Context: an optimization exercise on an open-source flow, tuned for small area. The choices shown serve that exercise and are no tape-out recipe.
Only simulation tests tie the RTL to the original design; equivalence was not proved.
Power and IR drop assume default switching activity.

==> v23: inputs <==
==> flow/design.v <==
module fir_pipeline #(
    parameter DATA_WIDTH  = 24,
    parameter TAP_NUM     = 64,
    parameter COEFF_WIDTH = 26
)(
    input  logic                          clk,
    input  logic                          rst_n,
    input  logic                          in_valid,
    input  logic signed [DATA_WIDTH-1:0]  in_data,
    output logic                          out_valid,
    output logic signed [DATA_WIDTH+15:0] out_data
);
    localparam int NR = TAP_NUM - 2;    
    localparam int AW = 27;             
    function automatic logic signed [COEFF_WIDTH-1:0] coeff(input integer k);
        case (k)
            0: coeff = 26'sd0;
            1: coeff = 26'sd137;
            2: coeff = -26'sd531;
            3: coeff = 26'sd51;
            4: coeff = 26'sd2256;
            5: coeff = -26'sd4368;
            6: coeff = 26'sd1756;
            7: coeff = 26'sd6984;
            8: coeff = -26'sd14653;
            9: coeff = 26'sd9000;
            10: coeff = 26'sd13355;
            11: coeff = -26'sd35455;
            12: coeff = 26'sd28671;
            13: coeff = 26'sd17439;
            14: coeff = -26'sd70614;
            15: coeff = 26'sd71227;
            16: coeff = 26'sd10121;
            17: coeff = -26'sd121666;
            18: coeff = 26'sd150813;
            19: coeff = -26'sd25292;
            20: coeff = -26'sd185871;
            21: coeff = 26'sd286953;
            22: coeff = -26'sd117772;
            23: coeff = -26'sd255456;
            24: coeff = 26'sd515868;
            25: coeff = -26'sd327817;
            26: coeff = -26'sd318777;
            27: coeff = 26'sd953354;
            28: coeff = -26'sd866001;
            29: coeff = -26'sd363288;
            30: coeff = 26'sd2439282;
            31: coeff = -26'sd4406275;
            32: coeff = 26'sd21990352;
            33: coeff = -26'sd4406275;
            34: coeff = 26'sd2439282;
            35: coeff = -26'sd363288;
            36: coeff = -26'sd866001;
            37: coeff = 26'sd953354;
            38: coeff = -26'sd318777;
            39: coeff = -26'sd327817;
            40: coeff = 26'sd515868;
            41: coeff = -26'sd255456;
            42: coeff = -26'sd117772;
            43: coeff = 26'sd286953;
            44: coeff = -26'sd185871;
            45: coeff = -26'sd25292;
            46: coeff = 26'sd150813;
            47: coeff = -26'sd121666;
            48: coeff = 26'sd10121;
            49: coeff = 26'sd71227;
            50: coeff = -26'sd70614;
            51: coeff = 26'sd17439;
            52: coeff = 26'sd28671;
            53: coeff = -26'sd35455;
            54: coeff = 26'sd13355;
            55: coeff = 26'sd9000;
            56: coeff = -26'sd14653;
            57: coeff = 26'sd6984;
            58: coeff = 26'sd1756;
            59: coeff = -26'sd4368;
            60: coeff = 26'sd2256;
            61: coeff = 26'sd51;
            62: coeff = -26'sd531;
            63: coeff = 26'sd137;
            default: coeff = '0;
        endcase
    endfunction
    function automatic logic signed [COEFF_WIDTH-1:0] step_coeff(input logic [5:0] v);
        integer k;
        if (v == 6'd0)       k = 63;
        else if (v == 6'd62) k = 1;
        else                 k = v + 1;
        step_coeff = coeff(k);
    endfunction
    logic [DATA_WIDTH-1:0] ring [0:NR-1];    
    logic [DATA_WIDTH-1:0] buf_q;            
    logic [5:0]  v;       
    logic [4:0]  j;       
    logic        busy;
    logic        pend;
    logic        clr;
    logic        ov;
    logic signed [AW-1:0] acc;
    always_ff @(posedge clk) begin
        ring[0] <= busy ? buf_q : (clr ? '0 : ring[NR-1]);
        for (int i = 1; i < NR; i++) ring[i] <= ring[i-1];
        if (busy)          buf_q <= ring[NR-1];
        else if (in_valid) buf_q <= in_data;
    end
    wire last_pass = (j == 5'd23);
    wire bit_in    = last_pass ? ~ring[NR-1][DATA_WIDTH-1] : ring[NR-1][j];
    wire signed [AW-1:0] coef = AW'(step_coeff(v));
    wire signed [AW-1:0] term = bit_in ? coef : AW'(0);
    wire signed [AW-1:0] half = {acc[AW-1], acc[AW-1:1]};
    wire signed [AW-1:0] base = (v == 6'd0) ? ((j == 5'd0) ? AW'(0) : half) : acc;
    wire cin = last_pass && (v == 6'd0 || v == 6'd1);
    always_ff @(posedge clk or negedge rst_n) begin
        if (!rst_n) begin
            v    <= '0;
            j    <= '0;
            busy <= 1'b0;
            pend <= 1'b0;
            clr  <= 1'b1;
            ov   <= 1'b0;
            acc  <= AW'(1) <<< 24;    
        end else begin
            ov <= in_valid;
            if (in_valid) pend <= 1'b1;
            if (!busy) begin
                v <= (v == 6'd61) ? 6'd0 : v + 6'd1;
                if (v == 6'd61) begin
                    clr <= 1'b0;
                    if (pend && !clr) begin
                        busy <= 1'b1;
                        pend <= 1'b0;
                    end
                end
            end else if (j == 5'd24) begin
                busy <= 1'b0;
                j    <= '0;
                v    <= 6'd2;
            end else begin
                v   <= (v == 6'd62) ? 6'd0 : v + 6'd1;
                acc <= base + term + AW'(cin);
                if (v == 6'd62) j <= j + 5'd1;
            end
        end
    end
    wire signed [AW-2:0] res = acc[AW-1:1] - (AW-1)'(1 << 23);
    assign out_valid = ov;
    assign out_data  = {{(DATA_WIDTH+16-(AW-1)){res[AW-2]}}, res};
endmodule
==> flow/run.sh <==
#!/bin/bash
# synth_recipe.tcl (not shown) runs the flow's synth.tcl, then flattens the netlist and writes it again
# the make line also repeats each setting of config.mk as NAME=value (left out here)
make -C /OpenROAD-flow-scripts/flow DESIGN_CONFIG=/design/flow/config.mk WORK_HOME=/design/flow/orfs CLKGATE_MAP_FILE= SYNTH_SCRIPT=/design/flow/synth_recipe.tcl finish
==> flow/config.mk <==
export PLATFORM = sky130hd
export DESIGN_NAME = fir_pipeline
export DESIGN_NICKNAME = fir_pipeline
export VERILOG_FILES = /design/flow/design.v
export SDC_FILE = /design/flow/constraint.sdc
export NUM_CORES = 8
export LEC_CHECK = 0
export CAP_MARGIN = 20
export CORE_MARGIN = 2
export CORE_UTILIZATION = 40
export CTS_BUF_LIST = sky130_fd_sc_hd__clkbuf_8
export CTS_CLUSTER_DIAMETER = 50
export CTS_CLUSTER_SIZE = 20
export SLEW_MARGIN = 20
==> flow/constraint.sdc <==
create_clock -name core_clock -period 10.0 [get_ports {clk}]
set_input_delay 2.0000 -clock core_clock [delete_from_list [all_inputs] [get_ports {clk}]]
set_output_delay 2.0000 -clock core_clock [all_outputs]
set_load 0.01 [all_outputs]
==> inputs of v30, as changes to v23 <==
--- a/flow/design.v
+++ b/flow/design.v
@@ -13,4 +13,6 @@
     localparam int NR = TAP_NUM - 2;    
     localparam int AW = 27;             
+    localparam int LW = 13;             
+    localparam int HW = AW - LW;        
     function automatic logic signed [COEFF_WIDTH-1:0] coeff(input integer k);
         case (k)
@@ -82,14 +84,29 @@
         endcase
     endfunction
-    function automatic logic signed [COEFF_WIDTH-1:0] step_coeff(input logic [5:0] v);
-        integer k;
-        if (v == 6'd0)       k = 63;
-        else if (v == 6'd62) k = 1;
-        else                 k = v + 1;
-        step_coeff = coeff(k);
+    function automatic logic signed [COEFF_WIDTH-1:0] fold_coeff(input logic [4:0] i);
+        fold_coeff = coeff(i + 1);
+    endfunction
+    function automatic logic [LW:0] add_lo(input logic [LW-1:0] a, input logic [LW-1:0] b,
+                                          input logic ci);
+        logic c;
+        c = ci;
+        for (int i = 0; i < LW; i++) begin
+            add_lo[i] = a[i] ^ b[i] ^ c;
+            c = (a[i] & b[i]) | (c & (a[i] ^ b[i]));
+        end
+        add_lo[LW] = c;
+    endfunction
+    function automatic logic [HW-1:0] add_hi(input logic [HW-1:0] a, input logic [HW-1:0] b,
+                                            input logic ci);
+        logic c;
+        c = ci;
+        for (int i = 0; i < HW; i++) begin
+            add_hi[i] = a[i] ^ b[i] ^ c;
+            c = (a[i] & b[i]) | (c & (a[i] ^ b[i]));
+        end
     endfunction
     logic [DATA_WIDTH-1:0] ring [0:NR-1];    
     logic [DATA_WIDTH-1:0] buf_q;            
-    logic [5:0]  v;       
+    logic [5:0]  v;
     logic [4:0]  j;       
     logic        busy;
@@ -97,18 +114,36 @@
     logic        clr;
     logic        ov;
-    logic signed [AW-1:0] acc;
+    logic [AW-1:0] acc;
+    logic        cs;
+    wire [DATA_WIDTH-1:0] head = ring[NR-1];
+    wire [DATA_WIDTH-1:0] head_rot = {head[0], head[DATA_WIDTH-1:1]};
     always_ff @(posedge clk) begin
-        ring[0] <= busy ? buf_q : (clr ? '0 : ring[NR-1]);
+        ring[0] <= busy ? buf_q : (clr ? '0 : head);
         for (int i = 1; i < NR; i++) ring[i] <= ring[i-1];
-        if (busy)          buf_q <= ring[NR-1];
-        else if (in_valid) buf_q <= in_data;
+        buf_q <= (head_rot & {DATA_WIDTH{busy}}) | (in_data & {DATA_WIDTH{~busy & in_valid}})
+               | (buf_q & {DATA_WIDTH{~busy & ~in_valid}});
     end
+    localparam logic [AW-1:0] FIX = AW'(2) - (AW'(1) << 24);
     wire last_pass = (j == 5'd23);
-    wire bit_in    = last_pass ? ~ring[NR-1][DATA_WIDTH-1] : ring[NR-1][j];
-    wire signed [AW-1:0] coef = AW'(step_coeff(v));
-    wire signed [AW-1:0] term = bit_in ? coef : AW'(0);
-    wire signed [AW-1:0] half = {acc[AW-1], acc[AW-1:1]};
-    wire signed [AW-1:0] base = (v == 6'd0) ? ((j == 5'd0) ? AW'(0) : half) : acc;
-    wire cin = last_pass && (v == 6'd0 || v == 6'd1);
+    wire tail      = (j == 5'd24);
+    wire act       = busy & ~tail;
+    wire bit_in    = (head[0] ^ last_pass) & act;
+    wire [4:0] fi  = v[4:0] ^ {5{v[5]}};
+    wire [AW-1:0] coef = AW'(fold_coeff(fi));
+    wire [AW-1:0] term = (coef & {AW{bit_in}}) | (FIX & {AW{tail}});
+    wire first = (v == 6'd0) & act;
+    wire shift = first & (j != 5'd0);
+    wire keep  = ~first & ~clr;
+    wire [LW-1:0] lo = acc[LW-1:0];
+    wire [HW-1:0] hi = acc[AW-1:LW];
+    wire [LW-1:0] lo_base = ({hi[0] ^ cs, lo[LW-1:1]} & {LW{shift}}) | (lo & {LW{keep}});
+    wire [HW-1:0] hi_base = ({hi[HW-1], hi[HW-1:1]} & {HW{shift}}) | (hi & {HW{keep}});
+    wire hc  = cs & (keep | (shift & hi[0]));
+    wire [LW:0]   lo_sum = add_lo(lo_base, term[LW-1:0], 1'b0);
+    wire [HW-1:0] hi_sum = add_hi(hi_base, term[AW-1:LW], hc);
+    always_ff @(posedge clk) begin
+        acc <= {hi_sum, lo_sum[LW-1:0]};
+        cs  <= lo_sum[LW];
+    end
     always_ff @(posedge clk or negedge rst_n) begin
         if (!rst_n) begin
@@ -119,11 +154,10 @@
             clr  <= 1'b1;
             ov   <= 1'b0;
-            acc  <= AW'(1) <<< 24;    
         end else begin
             ov <= in_valid;
             if (in_valid) pend <= 1'b1;
             if (!busy) begin
-                v <= (v == 6'd61) ? 6'd0 : v + 6'd1;
-                if (v == 6'd61) begin
+                v <= (v == 6'd62) ? 6'd0 : (v == 6'd31) ? 6'd33 : v + 6'd1;
+                if (v == 6'd62) begin
                     clr <= 1'b0;
                     if (pend && !clr) begin
@@ -132,17 +166,15 @@
                     end
                 end
-            end else if (j == 5'd24) begin
+            end else if (tail) begin
                 busy <= 1'b0;
                 j    <= '0;
                 v    <= 6'd2;
             end else begin
-                v   <= (v == 6'd62) ? 6'd0 : v + 6'd1;
-                acc <= base + term + AW'(cin);
-                if (v == 6'd62) j <= j + 5'd1;
+                v <= (v == 6'd31) ? 6'd33 : v + 6'd1;
+                if (v == 6'd63) j <= j + 5'd1;
             end
         end
     end
-    wire signed [AW-2:0] res = acc[AW-1:1] - (AW-1)'(1 << 23);
     assign out_valid = ov;
-    assign out_data  = {{(DATA_WIDTH+16-(AW-1)){res[AW-2]}}, res};
+    assign out_data  = {{(DATA_WIDTH+16-(AW-1)){acc[AW-1]}}, acc[AW-1:1]};
 endmodule
==> flow/flow/run.sh (new file) <==
#!/bin/bash
# Standard ORFS layout (the standard.sh) with these changes:
#  - synthesis maps with our own ABC script (flow/abc_area.script, used as
#    ORFS's area script; ABC_AREA is set in config.mk)
#  - extra don't-use cells: sky130_fd_sc_hd__ha_1 sky130_fd_sc_hd__ha_2 sky130_fd_sc_hd__ha_4 sky130_fd_sc_hd__o21ai_0 sky130_fd_sc_hd__a21boi_0 sky130_fd_sc_hd__and2_0 sky130_fd_sc_hd__o311ai_0 sky130_fd_sc_hd__or2_0
#  - clock tree synthesis without dummy loads, with our buffer and clustering
#  - port buffers use buf_1
# Each tool's output is in orfs/logs; make's output is in standard.log.
set -euo pipefail
rm -rf scripts_local
cp -r "$FLOW_HOME/scripts" scripts_local
cp flow/abc_area.script scripts_local/abc_area.script
cat > config_local.mk <<EOC
include $PWD/config.mk
export SCRIPTS_DIR = $PWD/scripts_local
export CTS_ARGS = -sink_clustering_enable -repair_clock_nets -dont_use_dummy_load -buf_list sky130_fd_sc_hd__clkbuf_8 -sink_clustering_size 22 -sink_clustering_max_diameter 80
export BUFFER_PORTS_ARGS = -buffer_cell sky130_fd_sc_hd__buf_1
export DONT_USE_CELLS += sky130_fd_sc_hd__ha_1 sky130_fd_sc_hd__ha_2 sky130_fd_sc_hd__ha_4 sky130_fd_sc_hd__o21ai_0 sky130_fd_sc_hd__a21boi_0 sky130_fd_sc_hd__and2_0 sky130_fd_sc_hd__o311ai_0 sky130_fd_sc_hd__or2_0
EOC
sed "s#DESIGN_CONFIG=[^ ]*#DESIGN_CONFIG=$PWD/config_local.mk#" standard.sh > standard_local.sh
bash standard_local.sh > standard.log 2>&1
==> flow/flow/abc_area.script (new file) <==
strash
&get -n
&deepsyn -J 1000 -S 1
&put
&get -n
&dch
&nf -R 1000
&put
topo
stime -c
==> flow/standard.sh (new file) <==
#!/bin/bash
# synth_recipe.tcl (not shown) runs the flow's synth.tcl, then flattens the netlist and writes it again
# the make line also repeats each setting of config.mk as NAME=value (left out here)
make -C /OpenROAD-flow-scripts/flow DESIGN_CONFIG=/design/flow/config.mk WORK_HOME=/design/flow/orfs CLKGATE_MAP_FILE= SYNTH_SCRIPT=/design/flow/synth_recipe.tcl "${@:-finish}"
Settings changed: ABC_AREA set to 1, CORE_UTILIZATION 40 to 50, CTS_BUF_LIST sky130_fd_sc_hd__clkbuf_8 to not set, CTS_CLUSTER_DIAMETER 50 to not set, CTS_CLUSTER_SIZE 20 to not set.
removed: flow/run.sh
==> comparison table <==
item	v30	v23
Status	timing/DRC/antenna clean	timing/DRC/antenna clean
Worst path bufs/invs	3	1
Nets	2128	2642
Synth Area in Adders	1.47%	1.55%
Dpl cell area	35100 um2	39000 um2
Static Leak	14.2 nW	16.3 nW
Area fraction in and, or, nand and nor cells after synthesis	1.79%	4.82%
Combined area of the multi-input logic cells	2380 um2	5080 um2
Number of buffers created by CTS	82	102
Data required time of the critical path	10.49 ns	10.65 ns
Non-Filler Cell Area, Final	36200 um2	41000 um2
Xor/xnor cell area share of the yosys netlist	0.438%	0.517%
Worst-Margin Slew	1.05 ns	1.10 ns
Final Core Density	53.9%	44.6%
Global routing met3 resource utilization	2.95%	2.86%
Ant diodes	5	4
Filler-free cell count of the finished design	2952	3866
Area of the core region	67300 um2	91900 um2
Overall die area	70100 um2	95600 um2
Number of well taps	873	1243
Effective utilization at floorplan	50.5%	40.5%
Share of the yosys chip area belonging to registers	91.8%	84.8%
Total length of routed met3 wires	2180 um	2700 um
R2r setup slk	0.80 ns	3.35 ns

-- what the ideal ports hide --
How much do the figures lean on ideal ports? The routed layouts below were timed once more, with nothing changed but the port constraints.
Step 1 (the two cells are an assumption about what drives the block):
set clk [get_ports {clk}]
set_driving_cell -lib_cell sky130_fd_sc_hd__clkbuf_16 $clk
set_driving_cell -lib_cell sky130_fd_sc_hd__buf_2 [delete_from_list [all_inputs] $clk]
Step 2, shift: input delay + t, output delay - t, t = (earliest + latest rising clock arrival at the registers) / 2. This alone moves slack from input paths to output paths.
a / b / c = ideal ports / drivers / drivers and shift; a / b = the first two.
run | shift t [ns] | setup slack, ns | worst hold slack (ns) | slew at the worst register clock pin (ns) | cell pins on the clock port's net
v23 | 0.814 | 3.354 / 3.354 / 3.354 | 0.302 / 0.302 / 0.302 | 0.11 / 0.11 | 1
v30 | 0.701 | 0.802 / 0.802 / 0.802 | 0.244 / 0.244 / 0.244 | 0.12 / 0.12 | 1
After both steps every run listed still meets setup and hold.
